This design comes from an exercise in tuning for small area on the open sky130 flow, not from production work. Function was checked by simulation only, so behaviour that the tests miss may differ from the original. Power and IR drop assume default switching activity.

### config.mk
export PLATFORM = sky130hd
export DESIGN_NAME = control_divergence_stack
export DESIGN_NICKNAME = control_divergence_stack
export VERILOG_FILES = /design/flow/design.v
export SDC_FILE = /design/flow/constraint.sdc
export NUM_CORES = 4
export LEC_CHECK = 0
export CAP_MARGIN = 20
export CORE_MARGIN = 2
export CORE_UTILIZATION = 40
export SLEW_MARGIN = 20
### constraint.sdc
create_clock -name core_clock -period 7.0 [get_ports {clk}]
set_input_delay 1.4000 -clock core_clock [delete_from_list [all_inputs] [get_ports {clk}]]
set_output_delay 1.4000 -clock core_clock [all_outputs]
set_load 0.01 [all_outputs]
### design.v
module	stack	#(parameter STACK_DEPTH=8, LOG2_STACK_DEPTH=3, STACK_WIDTH=72)
		(
		clk, 
		rst_n, 
		data_in, 
		push,
		pop, 
		push_back, 
		read_tos,
		data_vld,
		data_out,
		stack_full, 
		stack_empty
		);
input	clk;
input 	rst_n;
input   [STACK_WIDTH-1:0] data_in;
input	push;
input	pop;
input	push_back;
input	read_tos;
output	data_vld;
output	[STACK_WIDTH-1:0] data_out;
output	stack_full;	
output	stack_empty;	
reg   [STACK_WIDTH-1:0]    STACK[0:STACK_DEPTH-1];
reg   [LOG2_STACK_DEPTH-1:0] top_stack;
reg	data_vld;
reg	[STACK_WIDTH-1:0] data_out;
reg 	stack_full;
wire			      stack_full_next;
wire   [LOG2_STACK_DEPTH-1:0] top_stack_next;
wire   [LOG2_STACK_DEPTH-1:0] top_stack_prev;
wire			      data_valid_next;
parameter MIN_STACK_TOP = 3'h0;
parameter MAX_STACK_TOP = 3'h7;
always @(posedge clk)
begin
	if(!rst_n)
	begin
	stack_full <= 1'b0; 
		top_stack <= 3'h0;
		data_vld  <= 1'b0;
		data_out  <= 72'h0;			
	end	
	else
	begin
	stack_full <= stack_full_next;
	if(push && pop)  
	begin
		STACK[top_stack] <= data_in;
		top_stack 	 <= top_stack_next;
		data_out	 <= STACK[top_stack_prev];
		data_vld 	 <= data_valid_next;
	end
	else if(push)  
	begin
		STACK[top_stack] <= data_in;
		top_stack 	 <= top_stack_next;
		data_vld	 <= data_valid_next;
			data_out  <= 72'h0;			
	end
	else if (pop)  
	begin
		data_out	 <= STACK[top_stack_prev];
		data_vld 	 <= data_valid_next;
		top_stack 	 <= top_stack_next;
	end
	else if(push_back)	 
	begin
		STACK[top_stack_prev] <= data_in;
		data_vld 	 <= data_valid_next;
		top_stack 	 <= top_stack_next;
	end
	else if(read_tos)
	begin
		data_out	 <= STACK[top_stack_prev];
		data_vld 	 <= data_valid_next;
		top_stack 	 <= top_stack_next;	 
	end
	else	
			data_out  <= 72'h0;			
		data_vld 	 <= data_valid_next;
		top_stack 	 <= top_stack_next;
	end
end
assign stack_empty = ((top_stack == MIN_STACK_TOP) && (!stack_full)) ? 1'b1: 1'b0;
assign top_stack_next = push? top_stack + 1'b1 :
			pop ? top_stack - 1'b1 :
			top_stack;
assign top_stack_prev = pop ? top_stack - 1'b1 :
			push_back ? top_stack - 2'b11:
			(top_stack - 1'b1); 
assign data_valid_next = pop ? 1'b1: 1'b0;
assign stack_full_next = ((top_stack == MAX_STACK_TOP) && (top_stack_next == MIN_STACK_TOP)) ? 1'b1: 
			 ((top_stack == MIN_STACK_TOP) && (top_stack_next == MAX_STACK_TOP)) ? 1'b0:
			 stack_full;
endmodule
module 	control_divergence_stack	#(parameter STACK_DEPTH=8, LOG2_STACK_DEPTH=3, STACK_WIDTH=72, PC_WIDTH=32)
					(
					clk, 
					rst_n,
					is_branch, 
					data_in_1, 
					data_in_2,
					new_reconv_PC, 
					fetch_PC,
					stack_full, 
					stack_empty, 
					sm_busy,
					data_out, 
					data_vld
					);
input 	clk;
input	rst_n;
input 	is_branch;
input	[STACK_WIDTH-1:0] data_in_1;
input	[STACK_WIDTH-1:0] data_in_2;
input	[PC_WIDTH-1:0]	  new_reconv_PC;
input	[PC_WIDTH-1:0]	  fetch_PC;
output	stack_full;
output	stack_empty;
output	sm_busy;
output	[STACK_WIDTH-1:0] data_out;
output	data_vld;
parameter SIDLE	= 3'h0;
parameter SPUSH_POP_SAVE = 3'h1;
parameter SPOP	= 3'h2;
parameter SPUSH = 3'h3;
parameter SPUSH_SAVE = 3'h4;
wire 	[PC_WIDTH-1:0] next_reconv_PC;
reg 	[PC_WIDTH-1:0] next_reconv_PC_reg;
wire	[PC_WIDTH-1:0] next_reconv_PC_data;
reg 	[STACK_WIDTH-1:0] popped_data;
wire 	[STACK_WIDTH-1:0] popped_data_next;
reg 	[STACK_WIDTH-1:0] data_in_saved;
wire 	[STACK_WIDTH-1:0] data_in_saved_next;
reg 	[2:0] curr_state;
reg 	[2:0] next_state;
reg 	      read_tos_ff;
wire	[STACK_WIDTH-1:0] data_in;
wire 	push;
wire 	pop;
wire 	push_back;
wire	read_tos;
wire	save_in_data;
stack		#(.STACK_DEPTH(8), .LOG2_STACK_DEPTH(3), .STACK_WIDTH(72))
	STACK	(
		.clk		(clk), 
		.rst_n		(rst_n), 
		.data_in	(data_in), 
		.push		(push),
		.pop		(pop), 
		.push_back	(push_back), 
		.read_tos	(read_tos),
		.data_vld	(data_vld),
		.data_out	(data_out),
		.stack_full	(stack_full),	 
		.stack_empty	(stack_empty)
		);
always @(posedge clk)
begin
	if(!rst_n)
	begin
		curr_state <= SIDLE;
		next_reconv_PC_reg <= 32'h0; 
			popped_data <= 72'h0;
			data_in_saved <= 72'h0;
		read_tos_ff <= 1'b0;
	end
	else
	begin
		curr_state <= next_state;
		next_reconv_PC_reg <= next_reconv_PC_data;
		popped_data <= popped_data_next;
		data_in_saved <= data_in_saved_next;
		read_tos_ff <= read_tos;
	end
end
always @(*)
begin
	case(curr_state)
	SIDLE: 		next_state = (is_branch & !stack_empty) ? SPUSH_POP_SAVE : 
				     (is_branch & stack_empty)  ? SPUSH_SAVE     :
				     (fetch_PC==next_reconv_PC) ? SPOP           : SIDLE;
	SPUSH_POP_SAVE: next_state = SPUSH;
	SPUSH_SAVE    : next_state = SIDLE;
	SPUSH:		next_state = SIDLE;
	SPOP:		next_state = SIDLE;
	default:	next_state = SIDLE;
	endcase
end
assign sm_busy = (curr_state == SIDLE) ? 1'b0: 1'b1;
assign push = 	((curr_state == SIDLE) && (next_state == SPUSH_POP_SAVE)) ? 1'b1:
	 	((curr_state == SIDLE) && (next_state == SPUSH_SAVE))     ? 1'b1:
	 	((curr_state == SPUSH_SAVE) && (next_state == SIDLE))     ? 1'b1:
		((curr_state == SPUSH_POP_SAVE) && (next_state == SPUSH)) ? 1'b1:
		1'b0;
assign pop  =   ((curr_state == SIDLE) && (next_state == SPOP)) 	 ? 1'b1: 
		((curr_state == SIDLE) && (next_state == SPUSH_POP_SAVE)) ? 1'b1:
		1'b0;
assign push_back = ((curr_state == SPUSH) && (next_state == SIDLE)) ? 1'b1: 1'b0;
assign read_tos  = ((curr_state == SPOP) && (next_state == SIDLE)) ? 1'b1: 1'b0;
assign save_in_data = 	((curr_state == SIDLE) && (next_state == SPUSH_POP_SAVE)) ? 1'b1: 
	 		((curr_state == SIDLE) && (next_state == SPUSH_SAVE))     ? 1'b1:
			1'b0;
assign data_in = ((curr_state== SIDLE) && (next_state == SPUSH_POP_SAVE))  ? data_in_1:
	 	 ((curr_state == SIDLE) && (next_state == SPUSH_SAVE))     ? data_in_1:
		 ((curr_state == SPUSH_SAVE) && (next_state == SIDLE))     ? data_in_saved:  
		 ((curr_state == SPUSH_POP_SAVE) && (next_state == SPUSH)) ? data_in_saved: 
		 push_back 						   ? {popped_data[71:32], next_reconv_PC} : 72'h0; 
assign popped_data_next = ((next_state== SPUSH) && (curr_state == SPUSH_POP_SAVE)) ? data_out : popped_data;
assign next_reconv_PC_data	=	((curr_state == SIDLE) && is_branch) ? 	new_reconv_PC :
				        (read_tos_ff && (!stack_empty)) ? data_out[63:32] : next_reconv_PC_reg ;
assign next_reconv_PC = (read_tos_ff && (!stack_empty)) ? data_out[63:32] : next_reconv_PC_reg;
assign data_in_saved_next = save_in_data ? data_in_2: data_in_saved ;
endmodule
### run.sh
#!/bin/bash
# synth_recipe.tcl (not shown) runs the flow's synth.tcl, then flattens the netlist and writes it again
# the make line also repeats each setting of config.mk as NAME=value (left out here)
make -C /OpenROAD-flow-scripts/flow DESIGN_CONFIG=/design/flow/config.mk WORK_HOME=/design/flow/orfs CLKGATE_MAP_FILE= SYNTH_SCRIPT=/design/flow/synth_recipe.tcl finish
==> run summary <==
-- metal layers --
metal  wire (um)  GRT usage, %
met5           0             0
met1       39100          32.3
met3        9150          5.15
met2       42400          34.9
met4        1510          5.20
-- worst max-delay path: cells and delay by family (launching register included) --
family	cells	cell delay (ns)
xor+xnor	1	0.13
fa+ha+maj	2	0.39
flops	1	0.47
compound gates	2	0.68
simple gates	8	2.73
buf+inv	5	1.29
-- power breakdown --
| group | internal (mW) | switching [mW] | leakage [nW] |
|---|---|---|---|
| clock network | 2.68 | 1.81 | 1.36 |
| registers | 6.01 | 0.437 | 7.14 |
| logic | 1.99 | 2.97 | 4.40 |
-- cells in the final DEF, fill, tap and decap left out, types with 4 or more instances in the layout --
cell             synthesis  final
nor2_1                  56     46
nor4_1                   8      8
clkbuf_8                 0      7
inv_1                    7      7
xor2_1                   4      4
nand2_1                382    381
a22oi_1                 72     72
a211oi_1                38     38
clkbuf_16                0     85
clkinv_2                 0     11
nor3_1                   7      7
nand4_1                  4      4
o21ai_1                  1      7
inv_6                    0      4
buf_4                    1     38
dfxtp_1                225    223
bufinv_16                0     10
nor4bb_1                26     26
a211oi_2                24     24
clkdlybuf4s50_1          0    286
edfxtp_1               576    576
and2_1                  32     31
nor2b_1                 30     30
xnor2_1                 31     30
ha_1                     6      6
a21oi_1                113    113
buf_12                   0      5
o21ai_0                109    102
mux4_2                 144    144
nor2_4                   0     10
clkinv_1                 0     13
mux2i_1                 75     75
clkbuf_1               135     19
-- cell usage after synthesis (all sizes together) (2+ instances only) --
master | n | area (um2)
a211oi | 62 | 586
a21oi | 113 | 566
a22oi | 72 | 541
a31oi | 3 | 18.8
and2 | 33 | 209
and4bb | 3 | 37.5
buf | 16 | 93.8
clkbuf | 135 | 507
dfxtp | 225 | 4500
edfxtp | 576 | 17300
ha | 6 | 75.1
inv | 9 | 33.8
mux2i | 75 | 751
mux4 | 144 | 3240
nand2 | 382 | 1430
nand3 | 3 | 15.0
nand4 | 4 | 25.0
nor2 | 56 | 210
nor2b | 30 | 188
nor3 | 8 | 45.0
nor4 | 8 | 50.1
nor4bb | 26 | 260
o21ai | 110 | 551
or3b | 2 | 17.5
xnor2 | 31 | 272
xor2 | 4 | 35.0
-- how the worst max path moves through the flow --
stage | endpoint | start | depth (start not counted) | slack, ns
2_1_floorplan | STACK.STACK[4][0] | STACK.top_stack[0] | 17 | -0.03
6_report | STACK.STACK[2][70] | STACK.top_stack[0] | 18 | 0.82
3_3_place_gp | STACK.STACK[2][7] | STACK.top_stack[0] | 18 | 1.13
4_1_cts | STACK.STACK[2][70] | STACK.top_stack[0] | 18 | 0.91
5_1_grt | STACK.STACK[2][70] | STACK.top_stack[0] | 18 | 0.55
3_5_place_dp | STACK.STACK[2][10] | STACK.top_stack[0] | 18 | 1.01
-- layout make-up --
cell class	instances	area share (%)
Antenna cell	3	0.0195
Clock buffer	112	5.97
Clock inverter	41	1.20
Inverter	9	0.101
Multi-Input combinational cell	1189	24.3
Sequential cell	801	56.6
Tap cell	1050	3.41
Timing Repair Buffer	331	8.45
-- metrics by stage --
| step | area [um2] | setup TNS, ns | setup WS, ns |
|---|---|---|---|
| floorplan | 31700 | -7.68 | -0.0302 |
| CTS | 38500 | 0 | 0.913 |
| finish | 38500 | 0 | 0.823 |
| detailed placement | 35800 | 0 | 1.01 |
| global placement | 35700 | 0 | 1.13 |
| global route | 38500 | 0 | 0.545 |
-- kinds of logic after synthesis --
group,count (synthesis),share of synthesized area (%)
buffers and inverters,160,2.00
flip-flops,801,68.8
AND/OR/NAND/NOR,561,8.00
adder cells (fa/ha/maj),6,0.237
multiplexers,219,12.6
AO/OA/AOI/OAI,368,7.36
XOR/XNOR,35,0.968
==> run summary <==
- I/O pin total: 287
- Overall die area: 81500 um2
- Clk_skew: 0.0326 ns
- Final period util: 88.2%
- Post-route ant nets: 0
- Tot GR Track Use: 22.5%
- Reg clk slew, reported paths: 0.06 ns
- Share of cells above drive strength 1: 14.5%
- Final hold vios: 0
- H-tree lvl count: 3
- Core Area: 78700 um2
- Mapped Nets: 2367
- Pin count of the biggest net entering global routing: 80
- Data arrival, critical path: 6.43 ns
- Synth Instances: 2150
- Remaining DRCs: 0
- Multi-input gate area: 9350 um2
- Post-cts resize count: 0
- Max Cap Viol: 0
- Fin crit period: 6.18 ns
- Row count: 103
- Cts hold-fix bufs: 0
- Critical Path Source Type: flop
- Synth Register Bits: 801
- Reg2Reg Launch Point: STACK.top_stack[0]
- Root buffer cell: clkbuf_16
- Critical path class: flop to flop
- Register area share after synthesis: 68.8%
- Final Setup Violations: 0
- Cell Count, Final, Fillers Out: 3536
- Final WL: 92200 um
- P per Cell Area: 412 nW/um2
- Leak Pwr: 12.9 nW
- Synth warnings: 2
- Filler cells: 6660
- CP Data Required Time: 7.25 ns
- Die height: 285 um
- Syn avg cell area: 14.7 um2
- Final GP Congestion: 0.901
- Reg-to-reg endpoint: STACK.STACK[2][70]
- Area of the mapped netlist: 31700 um2
- Overall power: 15.9 mW
- CTS buffer count: 83
- Die width: 285 um
- Worst R2R Path Depth: 18
- Via Count: 19936
- Main synth FF type: edfxtp_1
- Slowest CP cell: or3b_2
- RSZ-0062 raised after global routing: false
- Clk latency of the worst-skew pair: 0.63 ns
- Vias in the first global route: 19846
- Initial Utilization: 40.2%
- IO Port Bufs: 286
- Slew of the pin with the lowest slew margin: 1.09 ns
- HPWL Detailed: 60100 um
- Postcts setup bufs: 0
- Wire length per cell: 26.1 um
- Async S/R FF share, synth: 0%
- Crit-path max FO: 27
- # clock sinks: 801
- Initial antenna violation count: 7
- First-pass GRT wire length: 134000 um
- Initial DRC count: 2438
- Synth cell types: 48
- WHS Path Cells: 2
- GRT Residual Overflow: 0
- Critical path endpoint category: flop
- Util after Layout: 48.9%
- Fin nets: 2632
- Largest regs: STACK.STACK (576), STACK.data_out (72), data_in_saved (72)
- Cell breakdown of the critical path: inv_1, ha_1, or3b_2, buf_4, a211oi_1, xnor2_1, nor4_1, nand4_1, nor3_2, or2_1, and2_4, inv_2, ha_1, nor3_1, o21ai_0, buf_4, nor2_4, buf_4
- Hold path startpoint: STACK.data_out[10]
- Final slew viol count: 0
- Max stage delay on crit path: 0.61 ns
- Max FFs per register: 576
- Post-synth EDFFs: 576
- Top cell by count, worst path: buf_4
- Cell count after placement: 3378
- Clock Tree Buf Depth: 3
- Max Fclk: 0.162 GHz
- Hold WC Path Type: flop to flop
- Register area: 21800 um2
- Syn-to-layout area delta: 21.7%
- Vias per Instance: 5.64
- Peak supply drop: 0.451 mV
- CTS tree: built
- R2R setup slack: 0.82 ns
- DRT Pass-1 Iters: 6
- Status: complete, no violations
- Slew margin rel.: 27.2%
- Hold Path End: STACK.data_out[10]
- Biggest register: STACK.STACK
- Min Hold Slack: 0.455 ns

[static timing again, ports no longer ideal]
The results above use ideal ports. As a check the final layout listed here was re-extracted and re-timed, cells and wires unchanged. Step 1, drivers: a clkbuf_16 drives clk and a buf_2 each remaining input, both assumed. Step 2 times the ports against the registers' clock, not the clock port: input delays grow and output delays shrink by t, the midpoint of the rising clock arrivals with the driver on. Slacks: ideal / step 1 / step 2; pairs: ideal / step 1.
shift t [ns]: 0.682
setup slack, ns: 0.823 / 0.823 / 0.823
hold WS [ns]: 0.455 / 0.455 / 0.455
latest minus earliest clock arrival (ns): 0.032 / 0.032
pins driven straight from the clock port: 1
After both steps setup and hold are still met in this run. The setup slack of this run moves by 0.000 ns with the drivers and by 0.000 ns with both steps.
